Source: an optimization exercise on an open RTL-to-GDS flow (aim: small area and a short achievable clock period). Production flows keep margins and buffers that such runs may drop. RTL that was checked went through simulation tests only; none was proved equivalent to the original. Function not checked in runs 2 to 4: the RTL went through the layout flow alone. Power is estimated from default activity; no workload was simulated.

File: flow/design.v
`timescale 1ns / 1ps
module icache_fetch(
    input         clk,
    input         RESET,
    input  [13:0] fetch_addr,    
    input  [31:0] mem_rdata,     
    output [13:0] mem_addr,      
    output [31:0] instr,         
    output [15:0] instr_pc,      
    output        miss           
    );
    reg [9:0]  tag   [0:15];
    reg [1:0]  lru   [0:15];
    reg [15:0] valid;
    reg [31:0] d1 [0:15];
    reg [31:0] d2 [0:15];
    reg [31:0] d3 [0:15];
    reg [2:0]  ph;           
    reg [13:0] addr_q;       
    reg [3:0]  vict;         
    reg        use_mem;      
    reg [31:0] instr_q;
    wire [9:0] a_tag = fetch_addr[13:4];
    wire [1:0] a_set = fetch_addr[3:2];
    wire [1:0] a_off = fetch_addr[1:0];
    reg [3:0]  match;
    reg [1:0]  l [0:3];
    reg [31:0] cand [0:3];
    reg [31:0] hword;
    integer i, s;
    always @(*) begin
        for (i = 0; i < 4; i = i + 1) begin
            match[i] = 1'b0;
            l[i] = 2'b00;
            cand[i] = 32'b0;
            for (s = 0; s < 4; s = s + 1)
                if (a_set == s) begin
                    match[i] = valid[s*4+i] && (tag[s*4+i] == a_tag);
                    l[i] = lru[s*4+i];
                    cand[i] = a_off[1] ? (a_off[0] ? d3[s*4+i] : d2[s*4+i]) : d1[s*4+i];
                end
        end
        hword = match[3] ? cand[3] : match[2] ? cand[2] : match[1] ? cand[1] : cand[0];
    end
    wire hit = |match;
    reg [1:0] lhit [0:3];
    reg [1:0] L;
    always @(*) begin
        L = l[a_off];
        for (i = 0; i < 4; i = i + 1) begin
            lhit[i] = l[i];
            if (L != 2'b00) begin
                if (a_off == i) lhit[i] = 2'b00;
                else if (l[i] != 2'b00 && l[i] < L) lhit[i] = l[i] + 2'b01;
            end
        end
    end
    wire [1:0] q_set = addr_q[3:2];
    reg [3:0] fv;
    reg [1:0] fl [0:3];
    always @(*) begin
        for (i = 0; i < 4; i = i + 1) begin
            fv[i] = 1'b0;
            fl[i] = 2'b00;
            for (s = 0; s < 4; s = s + 1)
                if (q_set == s) begin
                    fv[i] = valid[s*4+i];
                    fl[i] = lru[s*4+i];
                end
        end
    end
    wire [3:0] vict_d = (&fv) ? {fl[3] == 2'b11, fl[2] == 2'b11, fl[1] == 2'b11, fl[0] == 2'b11}
                              : (~fv & (fv + 4'b0001));    
    always @(posedge clk) begin
        addr_q <= fetch_addr;
        vict   <= vict_d;
        use_mem <= (ph == 3'd0) && (a_off == 2'b00);
        if (ph == 3'd0)
            instr_q <= hword;
        else if (ph == {1'b1, addr_q[1:0]})
            instr_q <= mem_rdata;
    end
    genvar g;
    generate for (g = 0; g < 16; g = g + 1) begin : line
        wire sel = vict[g % 4] && (q_set == g / 4);
        always @(posedge clk) begin
            if (sel && ph == 3'd5) d1[g] <= mem_rdata;
            if (sel && ph == 3'd6) d2[g] <= mem_rdata;
            if (sel && ph == 3'd7) d3[g] <= mem_rdata;
            if (sel && ph == 3'd7) tag[g] <= addr_q[13:4];
        end
        always @(posedge clk) begin
            if (RESET) begin
                valid[g] <= 1'b0;
                lru[g]   <= 2'b00;
            end else if (ph == 3'd7) begin
                if (q_set == g / 4) begin
                    if (vict[g % 4]) begin
                        valid[g] <= 1'b1;
                        lru[g]   <= 2'b00;
                    end else if (valid[g])
                        lru[g] <= lru[g] + 2'b01;
                end
            end else if (ph == 3'd0) begin
                if (a_set == g / 4 && hit)
                    lru[g] <= lhit[g % 4];
            end
        end
    end endgenerate
    always @(posedge clk) begin
        if (RESET)
            ph <= 3'd0;
        else if (ph != 3'd0 || !hit)
            ph <= ph + 3'd1;
    end
    assign miss = |ph;
    assign mem_addr = {fetch_addr[13:2],
                       ph[2] & (ph[1] | ph[0]),
                       ph[2] & (ph[1] | ~ph[0])};
    assign instr = use_mem ? mem_rdata : instr_q;
    assign instr_pc = {addr_q, 2'b00};
endmodule
File: flow/run.sh
#!/bin/bash
# synth_recipe.tcl (not shown) runs the flow's synth.tcl, then flattens the netlist and writes it again
# the make line also repeats each setting of config.mk as NAME=value (left out here)
make -C /OpenROAD-flow-scripts/flow DESIGN_CONFIG=/design/flow/config.mk WORK_HOME=/design/flow/orfs CLKGATE_MAP_FILE= SYNTH_SCRIPT=/design/flow/synth_recipe.tcl finish
File: flow/config.mk
export PLATFORM = sky130hd
export DESIGN_NAME = icache_fetch
export DESIGN_NICKNAME = icache_fetch
export VERILOG_FILES = /design/flow/design.v
export SDC_FILE = /design/flow/constraint.sdc
export NUM_CORES = 4
export LEC_CHECK = 0
export CAP_MARGIN = 20
export CORE_MARGIN = 2
export CORE_UTILIZATION = 40
export SLEW_MARGIN = 20
File: flow/constraint.sdc
create_clock -name core_clock -period 8.0 [get_ports {clk}]
set_input_delay 1.6000 -clock core_clock [delete_from_list [all_inputs] [get_ports {clk}]]
set_output_delay 1.6000 -clock core_clock [all_outputs]
set_load 0.01 [all_outputs]
==> results of run 1 <==
==> logic make-up after synthesis <==
group	share of synthesized area
fa+ha+maj	0.00154
buf+inv	0.0197
mux	0.113
other cells	0.0000513
simple gates	0.0493
xor+xnor	0.0195
flops	0.729
compound gates	0.0679
==> per-stage QoR <==
| step | setup WS [ns] | cells | util | cell area, um2 | total power, mW |
|---|---|---|---|---|---|
| 6_report | 3.05 | 7300 | 0.454 | 82300 | 20.0 |
| 5_1_grt | 3.00 | 7298 | 0.454 | 82300 | 20.5 |
| 4_1_cts | 3.04 | 7297 | 0.454 | 82300 | 20.1 |
| 3_5_place_dp | 2.54 | 6964 | 0.423 | 76700 | 12.1 |
| 3_3_place_gp | 2.53 | 6964 | 0.423 | 76700 | 12.1 |
| 2_1_floorplan | 4.26 | 4688 | - | 73100 | 11.4 |
==> metal layers <==
metal / track usage / share of wire
met1: 0.270 / 0.42
met2: 0.317 / 0.48
met3: 0.0366 / 0.065
met4: 0.0759 / 0.036
met5: 0 / 0.00014
==> final timing paths <==
| path | start | end | slack (ns) | cells past startpoint |
|---|---|---|---|---|
| setup / recovery | mem_rdata[22] | instr[22] | 3.05 | 4 |
| hold / removal | lru[1][1] | lru[1][1] | 0.54 | 2 |
| setup reg to reg | ph[0] | d3[1][18] | 4.00 | 6 |
| hold reg to reg | lru[1][1] | lru[1][1] | 0.54 | 2 |
==> layout make-up <==
class                      instances  area share
inverter                          21     0.00105
timing repair buffer             213      0.0226
clock buffer                     231      0.0586
sequential                      1798       0.647
clock inverter                   102     0.00952
multi-input combinational       2562       0.225
tap                             2370      0.0360
antenna                            3   0.0000912
==> power groups by stage <==
stage          Combinational, mW  Sequential (mW)  Clock [mW]
5_1_grt                     1.50             10.5        8.55
2_1_floorplan              0.773             10.6           0
3_3_place_gp                1.41             10.7           0
4_1_cts                     1.42             10.5        8.21
3_5_place_dp                1.42             10.7           0
6_report                    1.41             10.5        8.06
==> Yosys cell counts, drive strengths merged (7+ instances only) <==
master / instances
nor3b: 16
o22ai: 13
and2: 49
o21a: 16
nor3: 56
xor2: 77
mux2i: 545
nand3: 24
a21oi: 219
nor2: 204
edfxtp: 1728
a211oi: 99
o21ai: 444
nor4: 22
a31oi: 8
mux4: 108
o31ai: 7
o211ai: 19
buf: 129
o21bai: 15
nand2b: 11
dfxtp: 70
xnor2: 86
ha: 9
clkbuf: 178
mux2: 34
o311a: 13
inv: 19
nand4: 15
nand2: 413
==> sequential cells by signal (all words and copies together), names as in the netlist <==
signal,cells
lru,32
use_mem,1
tag,160
vict,4
addr_q,14
instr_q,32
valid,16
d2,512
d3,512
d1,512
ph,3
==> worst register-to-register path, cell delays in order (launching register included) <==
cell and delay [ns]:
dfxtp_1 0.44, ha_1 0.19, ha_1 0.72, inv_1 0.29
nor3_1 0.73, and2_2 0.50, buf_4 0.73
==> results.cfg, run 1 <==
[run_status]
status = complete, no violations

[setup_path]
crit_type = input pin to output pin
path_buf_inv = 3
start_kind = input pin
critPathTopFamily = buffers and inverters
arrival_ns = 3.35
worst_path_largest_cell_delay_ns = 0.60
crit_path_end_kind = output pin
critPathRequiredTime_ns = 6.40
crit_path_max_fanout = 50
critical_path.cell_chain = clkdlybuf4s50_1, buf_4, mux2_2, clkdlybuf4s50_1
cp_slowest_cell = clkdlybuf4s50_1
cpMostUsedCell = clkdlybuf4s50_1

[drt]
wl_per_cell_um = 25.7
dr_total_vias = 40026
totalWireLength_um = 187000
postRouteAntennaNets = 0
dr.pass1.iters = 5
drt-vias-per-instance = 5.48
drc = 0
first_iter_violations = 4082

[timing]
setup_violations = 0
max_freq_ghz = 0.202
hold_violations = 0
max_slew_margin = 0.265
drv_slew = 0
min_period_ns = 4.95
worst_slew_pin_slew_ns = 1.10
post-route-period-util = 0.619
fin_skew_ns = 0.0506
finalSetupTns_ns = 0
rsz0062_at_grt = false
holdWs_ns = 0.538

[synthesis]
synthTopCellsByArea = edfxtp_1 (71%), mux2i_1 (7.5%), mux4_2 (3.3%)
ys_seq_area_frac = 0.729
synth_edf_count = 1728
synth_cells = 4687
synth_warnings = 10
synth_top_area_cell = edfxtp_1
synthArstFlopShare = 0
syn-cell-area_mm2 = 0.0731
synthFlopType = edfxtp_1
syn_avg_cell_area_um2 = 15.6
synth_cell_types = 65
synth_seq_cells = 1798
synth_top_area_share = 0.710

[cells_and_area]
final_cell_mix = edfxtp_1 (1,728), mux2i_1 (545), nand2_1 (411)
drive_above_1_share = 0.120
fill_cells = 15696
final_common_cell = edfxtp_1
multi_input_area_mm2 = 0.0185
seq_area_mm2 = 0.0533
nets = 4833
syn2layout_area_growth_pct = 12.6

[die]
ios = 111
start_util = 0.404
fp.dieH_um = 432
die_area_mm2 = 0.186
row_count = 156
die-width_um = 432
core_mm2 = 0.181

[power]
pwr-share-seq = 0.526
p_per_area_mw_per_mm2 = 242
p_int_mw = 15.4
peakVddDrop_v = 0.000204
combPwrFrac = 0.071
p_sw_frac = 0.228
pwr-share-clk = 0.404
power_switching_mw = 4.54
leakage_nw = 27.3

[placed_design]
port_buffers = 108
place_hpwl_um = 96500
gp_congestion = 0.822

[global_routing]
antenna_found_initial = 6
grt_max_degree = 200
first_global_vias = 38796
overflow = 0
grt_usage = 0.198
grt_first_pass_wirelength_um = 269000

[cts]
cts_sinks = 1798
htreeDepth = 4
clockBufferDepth = 3
ctsResizeCount = 0
clkLatencyLatePin_ns = 0.82
root_buffer = clkbuf_16
post_cts_buffers = 0
holdBufCountCts = 0
clk_pin_slew_ns = 0.06
tritoncts = built
cts_made_buffers = 180

[job]
cap_violations = 0

[hold_path]
min_path_type = flip-flop to flip-flop
==> run 2: changes to the inputs <==
--- a/flow/design.v
+++ b/flow/design.v
@@ -12,9 +12,9 @@
     reg [9:0]  tag   [0:15];
     reg [1:0]  lru   [0:15];
     reg [15:0] valid;
-    reg [31:0] d1 [0:15];
-    reg [31:0] d2 [0:15];
-    reg [31:0] d3 [0:15];
+    reg [32:0] r0 [0:15];    
+    reg [32:0] r1 [0:15];
+    reg [32:0] r2 [0:15];
     reg [2:0]  ph;           
     reg [13:0] addr_q;       
     reg [3:0]  vict;         
@@ -28,17 +28,29 @@
     reg [31:0] cand [0:3];
     reg [31:0] hword;
     integer i, s;
+    reg [2:0]  sl [0:15];
+    reg [31:0] cw;
     always @(*) begin
+        for (i = 0; i < 16; i = i + 1)
+            case (a_off)
+                2'd2:    sl[i] = {r0[i][32], r2[i][32], r1[i][32]};
+                2'd3:    sl[i] = {r1[i][32], r0[i][32], r2[i][32]};
+                default: sl[i] = {r2[i][32], r1[i][32], r0[i][32]};
+            endcase
         for (i = 0; i < 4; i = i + 1) begin
             match[i] = 1'b0;
             l[i] = 2'b00;
-            cand[i] = 32'b0;
+            cw = 32'b0;
             for (s = 0; s < 4; s = s + 1)
                 if (a_set == s) begin
                     match[i] = valid[s*4+i] && (tag[s*4+i] == a_tag);
                     l[i] = lru[s*4+i];
-                    cand[i] = a_off[1] ? (a_off[0] ? d3[s*4+i] : d2[s*4+i]) : d1[s*4+i];
                 end
+            for (s = 0; s < 4; s = s + 1)
+                cw = cw | ({32{a_set == s && sl[s*4+i][0]}} & r0[s*4+i][31:0])
+                        | ({32{a_set == s && sl[s*4+i][1]}} & r1[s*4+i][31:0])
+                        | ({32{a_set == s && sl[s*4+i][2]}} & r2[s*4+i][31:0]);
+            cand[i] = cw;
         end
         hword = match[3] ? cand[3] : match[2] ? cand[2] : match[1] ? cand[1] : cand[0];
     end
@@ -80,13 +92,14 @@
         else if (ph == {1'b1, addr_q[1:0]})
             instr_q <= mem_rdata;
     end
+    wire ins_ph = ph[2] & (ph[1] | ph[0]);
     genvar g;
     generate for (g = 0; g < 16; g = g + 1) begin : line
         wire sel = vict[g % 4] && (q_set == g / 4);
         always @(posedge clk) begin
-            if (sel && ph == 3'd5) d1[g] <= mem_rdata;
-            if (sel && ph == 3'd6) d2[g] <= mem_rdata;
-            if (sel && ph == 3'd7) d3[g] <= mem_rdata;
+            r0[g] <= (sel && ins_ph) ? {ph == 3'd5, mem_rdata} : r2[g];
+            r1[g] <= r0[g];
+            r2[g] <= r1[g];
             if (sel && ph == 3'd7) tag[g] <= addr_q[13:4];
         end
         always @(posedge clk) begin
--- a/flow/config.mk
+++ b/flow/config.mk
@@ -8,4 +8,5 @@
 export CAP_MARGIN = 20
 export CORE_MARGIN = 2
 export CORE_UTILIZATION = 40
+export SETUP_SLACK_MARGIN = 4.6
 export SLEW_MARGIN = 20
==> results.cfg, run 2 <==
[run_status]
status = complete, no violations

[setup_path]
cpMostUsedCell = buf_6
start_kind = input pin
reg2reg_from = tag[11][0]
crit_path_max_fanout = 2
crit_type = input pin to output pin
arrival_ns = 2.33
critPathRequiredTime_ns = 6.40
reg2reg_to = lru[3][1]
worst_path_largest_cell_delay_ns = 0.34
cp_slowest_cell = mux2_4
r2r_cells = 12
crit_path_end_kind = output pin
critical_path.cell_chain = buf_6, buf_12, mux2_4, buf_6
reg2reg_slack_ns = 5.01

[timing]
post-route-period-util = 0.492
setup_violations = 0
max_slew_margin = 0.272
hold_violations = 0
drv_slew = 0
finalSetupTns_ns = 0
min_period_ns = 3.93
worst_slew_pin_slew_ns = 1.09
fin_skew_ns = 0.0690
rsz0062_at_grt = true
max_freq_ghz = 0.254

[die]
fp.dieH_um = 396
ios = 111
row_count = 143
core_mm2 = 0.152
die_area_mm2 = 0.157
start_util = 0.404
die-width_um = 396

[global_routing]
grt_first_pass_wirelength_um = 327000
grt_usage = 0.286
first_global_vias = 45027
use_met3 = 0.0724
busiest_layer = met2
met2_usage = 0.427
grt_max_degree = 54
antenna_found_initial = 8
overflow = 0
grtUsageMet1 = 0.387

[synthesis]
synthTopCellsByArea = dfxtp_1 (54%), mux2_2 (10%), edfxtp_1 (9.4%)
synth_seq_cells = 1846
synth_warnings = 11
syn_avg_cell_area_um2 = 12.5
yosys-top-cells-count = dfxtp_1 (1,654), mux2_2 (550), a22oi_1 (417), clkbuf_1 (212)
synth_cells = 4902
syn-cell-area_mm2 = 0.0615
synth_top_area_cell = dfxtp_1
post-synth-top-count-cell = dfxtp_1
ys_seq_area_frac = 0.632
synthArstFlopShare = 0
synth_top_area_share = 0.538
synth_cell_types = 77
synth_edf_count = 192
synthFlopType = dfxtp_1

[cells_and_area]
drive_above_1_share = 0.352
final_cell_mix = dfxtp_1 (1,639), mux2_2 (516), a22oi_1 (395)
seq_area_mm2 = 0.0389
final_common_cell = dfxtp_1
syn2layout_area_growth_pct = 30.2
final_cell_area_mm2 = 0.0801
fill_cells = 12642
nets = 5482
top_regs = r0 (528), r1 (528), r2 (528)
multi_input_area_mm2 = 0.0242

[drt]
wl_per_cell_um = 30.6
postRouteAntennaNets = 0
dr.pass1.iters = 6
drc = 0
totalWireLength_um = 233000
first_iter_violations = 5562
dr_total_vias = 45761
drt-vias-per-instance = 6.02

[power]
peakVddDrop_v = 0.000201
p_per_area_mw_per_mm2 = 268
leakage_nw = 30.2

[placed_design]
port_buffers = 108
place_hpwl_um = 127000
dpl_cell_area_mm2 = 0.0662
gp_congestion = 0.873

[cts]
root_buffer = clkbuf_16
clockBufferDepth = 3
clk_pin_slew_ns = 0.06
cts_sinks = 1846
cts_made_buffers = 182
clkLatencyLatePin_ns = 0.84
holdBufCountCts = 0
htreeDepth = 4
tritoncts = built

[hold_path]
min_path_type = flip-flop to flip-flop
hold_start = r1[6][6]
min_to = r2[6][6]
hold_depth = 0

[job]
cap_violations = 0
## run 2: changes by cell type in the layout (fill, tap and decap cells not counted), sizes merged, moves of 121 or more
| cell | delta |
|---|---|
| mux2i | -484 |
| a22o | +121 |
| nand2 | -219 |
| a22oi | +417 |
| dfxtp | +1584 |
| a21oi | -122 |
| buf | +500 |
| o21ai | -332 |
| a221oi | +138 |
| edfxtp | -1536 |
| mux2 | +516 |
## run 2: routing by layer
layer  share of wire  up-vias
met4           0.053        2
met2            0.43     2618
li1                -    19363
met3            0.10      559
met5        0.000034        -
met1            0.41    23219
## run 2: critical path: cells and delay by family
family,cells,cell delay [ns]
multiplexers,1,0.34
buffers and inverters,3,0.38
## run 2: power by group
group / total, mW / switching, mW / internal (mW)
Sequential: 9.97 / 0.241 / 9.72
Clock: 8.61 / 3.75 / 4.86
Combinational: 2.86 / 1.67 / 1.19
Total: 21.4 / 5.66 / 15.8
## run 2: stage by stage
stage,util,setup slack [ns],instances,hold slack [ns],power (mW)
after global placement,0.435,1.89,6865,0.326,12.2
after floorplan,-,4.06,4903,0.324,11.2
after detailed placement,0.435,2.05,6866,0.334,12.2
after CTS,0.517,4.07,7534,0.291,21.3
final,0.526,4.07,7607,0.294,21.4
after global routing,0.526,4.06,7603,0.309,22.0
## run 2: cell type report
cell class,instances,area share
tap,2030,0.0317
inverter,62,0.00306
sequential,1846,0.486
clock buffer,272,0.0670
timing repair buffer,668,0.100
multi-input combinational,2662,0.303
antenna,5,0.000156
clock inverter,62,0.00846
## run 2: how the worst max path moves through the flow
stage                       end          start  slack [ns]  depth (start not counted)
floorplan             lru[3][1]  fetch_addr[3]        4.06                         11
global placement    instr_q[20]  fetch_addr[8]        1.89                          9
detailed placement  instr_q[14]  fetch_addr[8]        2.05                          9
CTS                    instr[3]   mem_rdata[3]        4.07                          4
global route           instr[3]   mem_rdata[3]        4.06                          4
finish                 instr[3]   mem_rdata[3]        4.07                          4
## run 2: repair_timing
action / in CTS / in global routing
setup endpoints to repair: 490 / 112
setup buffers: 304 / 64
pin swaps: 159 / 122
cloned: 30 / 3
gates resized for setup: 1067 / 160
## run 2: cells by family after synthesis
kind of cell,synth area share
adder cells (fa/ha/maj),0.00244
multiplexers,0.115
XOR/XNOR,0.0232
AO/OA/AOI/OAI,0.145
AND/OR/NAND/NOR,0.0529
buffers and inverters,0.0287
flip-flops,0.632
other,0.0000610
==> run 3: changes to the inputs <==
--- a/flow/design.v
+++ b/flow/design.v
@@ -35,7 +35,8 @@
             case (a_off)
                 2'd2:    sl[i] = {r0[i][32], r2[i][32], r1[i][32]};
                 2'd3:    sl[i] = {r1[i][32], r0[i][32], r2[i][32]};
-                default: sl[i] = {r2[i][32], r1[i][32], r0[i][32]};
+                2'd1:    sl[i] = {r2[i][32], r1[i][32], r0[i][32]};
+                default: sl[i] = 3'b000;     
             endcase
         for (i = 0; i < 4; i = i + 1) begin
             match[i] = 1'b0;
@@ -130,6 +131,6 @@
     assign mem_addr = {fetch_addr[13:2],
                        ph[2] & (ph[1] | ph[0]),
                        ph[2] & (ph[1] | ~ph[0])};
-    assign instr = use_mem ? mem_rdata : instr_q;
+    assign instr = ({32{use_mem}} & mem_rdata) | instr_q;
     assign instr_pc = {addr_q, 2'b00};
 endmodule
--- a/flow/config.mk
+++ b/flow/config.mk
@@ -7,6 +7,6 @@
 export LEC_CHECK = 0
 export CAP_MARGIN = 20
 export CORE_MARGIN = 2
-export CORE_UTILIZATION = 40
-export SETUP_SLACK_MARGIN = 4.6
+export CORE_UTILIZATION = 60
+export SETUP_SLACK_MARGIN = 4.3
 export SLEW_MARGIN = 20
==> results.cfg, run 3 <==
[placed_design]
dpl_cell_area_mm2 = 0.0648
gp_congestion = 0.925
port_buffers = 108
place_hpwl_um = 128000

[drt]
dr_total_vias = 44412
drt-vias-per-instance = 6.67
dr.pass1.iters = 8
postRouteAntennaNets = 0
drc = 0
first_iter_violations = 6250
wl_per_cell_um = 32.9
totalWireLength_um = 219000

[timing]
worst_slew_pin_slew_ns = 1.08
min_period_ns = 3.81
holdWs_ns = 0.337
fin_skew_ns = 0.0252
drv_slew = 0
hold_violations = 0
post-route-period-util = 0.476
setup_violations = 0
finalSetupTns_ns = 0
max_slew_margin = 0.278
max_freq_ghz = 0.263
rsz0062_at_grt = true

[die]
die_area_mm2 = 0.105
start_util = 0.605
core_mm2 = 0.102
ios = 111
fp.dieH_um = 325
die-width_um = 325
row_count = 117

[power]
p_int_mw = 15.5
total_power_mw = 20.7
power_switching_mw = 5.22
p_per_area_mw_per_mm2 = 279
pwr-share-seq = 0.486
peakVddDrop_v = 0.000231
leakage_nw = 29.0
p_sw_frac = 0.252
pwr-share-clk = 0.406
combPwrFrac = 0.107

[synthesis]
syn-cell-area_mm2 = 0.0617
synth-compound-area-share = 0.153
synthMuxAreaShare = 0.110
synthTopCellsByArea = dfxtp_1 (54%), mux2_2 (9.4%), edfxtp_1 (9.4%)
synthArstFlopShare = 0
synth_top_area_cell = dfxtp_1
synth-simple-area-share = 0.0502
synth_edf_count = 192
synthXorXnorAreaFrac = 0.0232
synth_top_area_share = 0.537
synth_seq_cells = 1846
synthFlopType = dfxtp_1
synth_cell_types = 83
synth_warnings = 11
synthAdderAreaFrac = 0.00244
synth_cells = 4839
yosys-top-cells-count = dfxtp_1 (1,654), mux2_2 (513), a22oi_1 (327), edfxtp_1 (192), a22o_1 (169)
syn_avg_cell_area_um2 = 12.7
post-synth-top-count-cell = dfxtp_1
synth_top_family_by_area = compound AO/OA/AOI/OAI gates
ys_seq_area_frac = 0.631

[global_routing]
grt_usage = 0.400
overflow = 0
grt_max_degree = 50
first_global_vias = 42820
antenna_found_initial = 14
grt_first_pass_wirelength_um = 307000

[setup_path]
arrival_ns = 2.21
crit_path_end_kind = output pin
crit_path_max_fanout = 2
crit_type = input pin to output pin
start_kind = input pin
critPathRequiredTime_ns = 6.40

[cts]
cts_sinks = 1846
cts_made_buffers = 177
tritoncts = built
clockBufferDepth = 3
root_buffer = clkbuf_16
clkLatencyLatePin_ns = 0.78
holdBufCountCts = 0
clk_pin_slew_ns = 0.06
htreeDepth = 4

[hold_path]
min_path_type = flip-flop to flip-flop

[cells_and_area]
syn2layout_area_growth_pct = 20.7
fill_cells = 7012
final_util = 0.730
final_common_cell = dfxtp_1
final_cell_mix = dfxtp_1 (1,644), mux2_2 (513), a22oi_1 (316)
final_cell_area_mm2 = 0.0744
top_regs = r0 (528), r1 (528), r2 (528)
nets = 5207
drive_above_1_share = 0.289

[run_status]
status = complete, no violations

[job]
cap_violations = 0
## run 3: cell type report
| class | count | area (um2) | share of cell area |
|---|---|---|---|
| Antenna cell | 2 | 5.00 | 0.0000673 |
| Clock buffer | 258 | 5170 | 0.0694 |
| Clock inverter | 60 | 656 | 0.00881 |
| Inverter | 54 | 218 | 0.00293 |
| Multi-Input combinational cell | 2597 | 22500 | 0.302 |
| Sequential cell | 1846 | 38900 | 0.523 |
| Tap cell | 1368 | 1710 | 0.0230 |
| Timing Repair Buffer | 471 | 5280 | 0.0709 |
## run 3: metal layers
| metal | GRT usage | share of wire | wire [um] | vias up |
|---|---|---|---|---|
| li1 | - | - | - | 18807 |
| met5 | 0 | 0.000046 | 10 | - |
| met3 | 0.106 | 0.11 | 24800 | 558 |
| met4 | 0.214 | 0.065 | 14200 | 2 |
| met2 | 0.584 | 0.42 | 92600 | 2747 |
| met1 | 0.545 | 0.40 | 87800 | 22298 |
## run 3: path summary, 6_finish.rpt
path	from	endpoint	slack, ns	cells past startpoint
max reg2reg	tag[13][3]	lru[13][1]	5.04	11
min	r0[14][1]	r1[14][1]	0.34	0
max	mem_rdata[25]	instr[25]	4.19	4
min reg2reg	r0[14][1]	r1[14][1]	0.34	0
## run 3: kinds of logic (layout without fill, tap and decap cells)
| group | after synthesis | after routing |
|---|---|---|
| xor gates and xnor gates | 163 | 163 |
| adders and majority gates | 12 | 12 |
| and+or+nand+nor | 625 | 626 |
| buffers and inverters | 398 | 843 |
| DFF | 1846 | 1846 |
| muxes | 600 | 600 |
| AOI/OAI and AO/OA | 1194 | 1194 |
| other | 1 | 4 |
## run 3: timing repair
item | CTS | global route
buffers inserted | 88 | 79
gates resized for setup | 730 | 108
cloned | 13 | 8
endpoints found under the hold margin | 0 | 0
setup endpoints to repair | 121 | 90
pin swaps | 29 | 39
## run 3: metrics by stage
step / worst slack (ns) / instances
2_1_floorplan: 4.02 / 4840
3_3_place_gp: 2.04 / 6145
3_5_place_dp: 1.95 / 6145
4_1_cts: 4.20 / 6564
5_1_grt: 4.20 / 6654
6_report: 4.19 / 6656
## run 3: critical path: stages
cell and delay, ns:
buf_6 0.10, buf_12 0.13, a21o_4 0.24, buf_6 0.13
## run 3: power by group through the flow
stage / registers [mW] / logic, mW / clock network, mW
5_1_grt: 10.1 / 2.26 / 8.82
4_1_cts: 10.1 / 2.06 / 8.42
3_5_place_dp: 10.3 / 1.74 / 0
2_1_floorplan: 10.1 / 0.901 / 0
3_3_place_gp: 10.3 / 1.72 / 0
6_report: 10.1 / 2.22 / 8.43
==> run 4: changes to the inputs <==
--- a/flow/config.mk
+++ b/flow/config.mk
@@ -8,5 +8,8 @@
 export CAP_MARGIN = 20
 export CORE_MARGIN = 2
 export CORE_UTILIZATION = 60
+export CTS_BUF_LIST = sky130_fd_sc_hd__clkbuf_16
+export CTS_CLUSTER_DIAMETER = 100
+export CTS_CLUSTER_SIZE = 30
 export SETUP_SLACK_MARGIN = 4.3
 export SLEW_MARGIN = 20
==> results.cfg, run 4 <==
[hold_path]
hold_depth = 0
min_path_type = flip-flop to flip-flop

[run_status]
status = complete, no violations

[synthesis]
ys_seq_area_frac = 0.631
yosys-top-cells-count = dfxtp_1 (1,654), mux2_2 (513), a22oi_1 (327), edfxtp_1 (192), a22o_1 (169)
synth_seq_cells = 1846
synth_top_area_share = 0.537
syn-cell-area_mm2 = 0.0617
synth_cells = 4839
synthFlopType = dfxtp_1
synth_top_area_cell = dfxtp_1
synthArstFlopShare = 0
syn_avg_cell_area_um2 = 12.7
synth_warnings = 11
synth_edf_count = 192
synthTopCellsByArea = dfxtp_1 (54%), mux2_2 (9.4%), edfxtp_1 (9.4%)
synth_cell_types = 83
post-synth-top-count-cell = dfxtp_1

[power]
peakVddDrop_v = 0.000205
p_per_area_mw_per_mm2 = 239
leakage_nw = 27.1

[timing]
rsz0062_at_grt = true
min_period_ns = 3.82
drv_slew = 0
fin_skew_ns = 0.0333
setup_violations = 0
post-route-period-util = 0.477
max_slew_margin = 0.297
finalSetupTns_ns = 0
hold_violations = 0
max_freq_ghz = 0.262
worst_slew_pin_slew_ns = 1.05

[cts]
clockBufferDepth = 3
tritoncts = built
clkLatencyLatePin_ns = 0.71
clk_pin_slew_ns = 0.12
htreeDepth = 3
root_buffer = clkbuf_16
cts_sinks = 1846
cts_made_buffers = 71

[setup_path]
cp-startpoint = fetch_addr[1]
reg2reg_slack_ns = 4.98
reg2reg_from = r1[13][32]
arrival_ns = 4.35
crit_type = input pin to flip-flop
critPathRequiredTime_ns = 8.53
crit_path_max_fanout = 9
start_kind = input pin
reg2reg_to = instr_q[31]
crit_path_end_kind = flip-flop
worstSetupEndpoint = instr_q[31]
r2r_cells = 8

[global_routing]
overflow = 0
grt_first_pass_wirelength_um = 300000
first_global_vias = 41544
grt_max_degree = 50
grt_usage = 0.391
antenna_found_initial = 9

[die]
ios = 111
fp.dieH_um = 325
die-width_um = 325
die_area_mm2 = 0.105
core_mm2 = 0.102
start_util = 0.605
row_count = 117

[cells_and_area]
top_regs = r0 (528), r1 (528), r2 (528)
final_cell_area_mm2 = 0.0704
drive_above_1_share = 0.261
fill_cells = 7485
syn2layout_area_growth_pct = 14.2
nets = 5071
final_cell_mix = dfxtp_1 (1,644), mux2_2 (513), a22oi_1 (318)
final_common_cell = dfxtp_1

[drt]
dr.pass1.iters = 8
drt-vias-per-instance = 6.74
top_layer = met5
first_iter_violations = 6131
totalWireLength_um = 214000
wl_met3_um = 23000
wl_per_cell_um = 33.4
drc = 0
postRouteAntennaNets = 0
dr_total_vias = 43178
met2_length_um = 89800
wl_met1_um = 86600

[placed_design]
gp_congestion = 0.925
dpl_cell_area_mm2 = 0.0648
place_hpwl_um = 128000
port_buffers = 108

[job]
cap_violations = 0
## run 4: power breakdown
group,internal [mW],switching (mW)
logic,0.868,1.34
registers,9.78,0.291
clock network,1.72,2.81
## run 4: worst max-delay path: stages
cell and delay [ns]:
buf_16 0.15, buf_16 0.18, mux2i_4 0.20, buf_4 0.16
a21oi_2 0.56, a32oi_1 0.20, o211ai_1 0.68, or3_1 0.23
a311oi_2 0.10, o31ai_1 0.27
## run 4: cell families (layout without fill, tap and decap cells)
kind of cell / Yosys count / after routing / share of synthesized area
AND/OR/NAND/NOR: 625 / 627 / 0.0502
other: 1 / 3 / 0.0000608
adder cells (fa/ha/maj): 12 / 12 / 0.00244
flip-flops: 1846 / 1846 / 0.631
XOR/XNOR: 163 / 163 / 0.0232
AO/OA/AOI/OAI: 1194 / 1194 / 0.153
buffers and inverters: 398 / 590 / 0.0303
multiplexers: 600 / 600 / 0.110
## run 4: final cells by class
type	instances	area, um2	share of cell area
clock inverter	22	131	0.00187
tap	1368	1710	0.0243
clock buffer	74	1850	0.0263
antenna	1	2.50	0.0000355
sequential	1846	38900	0.552
inverter	54	221	0.00314
timing repair buffer	440	4990	0.0709
multi-input combinational	2598	22600	0.321
## run 4: routing by layer
| metal | track usage | up-vias |
|---|---|---|
| li1 | - | 18386 |
| met1 | 0.541 | 21701 |
| met4 | 0.211 | 2 |
| met2 | 0.567 | 2577 |
| met3 | 0.0936 | 512 |
| met5 | 0 | - |
## run 4: worst min path at each step
stage	startpoint	slack, ns	to
3_3_place_gp	r1[5][27]	0.33	r2[5][27]
4_1_cts	r0[14][23]	0.35	r1[14][23]
2_1_floorplan	r0[11][18]	0.32	r1[11][18]
5_1_grt	r1[4][18]	0.35	r2[4][18]
3_5_place_dp	r0[5][23]	0.33	r1[5][23]
6_report	r1[13][31]	0.34	r2[13][31]
## run 4: repair_timing
action / in CTS / in global routing
buffers inserted: 96 / 46
hold buffers: 0 / 0
cloned: 14 / 3
gates resized for setup: 735 / 105
pin swaps: 32 / 49
endpoints found under the setup margin: 121 / 90
## run 4: stage by stage
step	cells	power, mW	worst slack [ns]	hold slack (ns)	utilization
final	6403	16.8	4.18	0.344	0.691
after floorplan	4840	11.0	4.02	0.324	-
after CTS	6351	16.7	4.20	0.349	0.681
after global placement	6145	12.0	2.04	0.325	0.636
after detailed placement	6145	12.0	1.95	0.330	0.636
after global routing	6402	17.2	4.16	0.354	0.691

re-timing with driven ports:
In the flow no input, the clock included, has a driving cell. The finished layouts below were timed again as built, in two steps.
Step 1 sets driving cells, clkbuf_16 on the clock port and buf_2 on the other inputs (assumed; they add their load-dependent delay and slew).
Step 2 also shifts input and output timing later by t, the mid clock arrival at the registers, as if the neighbouring blocks saw the same clock.
Slacks: ideal ports / drivers / drivers and shift; pairs: ideal ports / drivers.
run	shift t [ns]	setup slack, ns	worst setup path at the end	worst register clock-pin slew, ns
run 1	0.873	3.049 / 3.026 / 2.517	input to register	0.06 / 0.06
run 2	0.881	4.066 / 4.035 / 3.260	input to register	0.07 / 0.07
run 3	0.839	4.192 / 4.048 / 3.218	input to register	0.07 / 0.07
run 4	0.769	4.182 / 4.022 / 3.253	input to register	0.12 / 0.12
After both steps setup and hold are still met in every run listed. The setup slack of run 3, which loses most, moves by -0.144 ns with the drivers and by -0.974 ns with both steps.
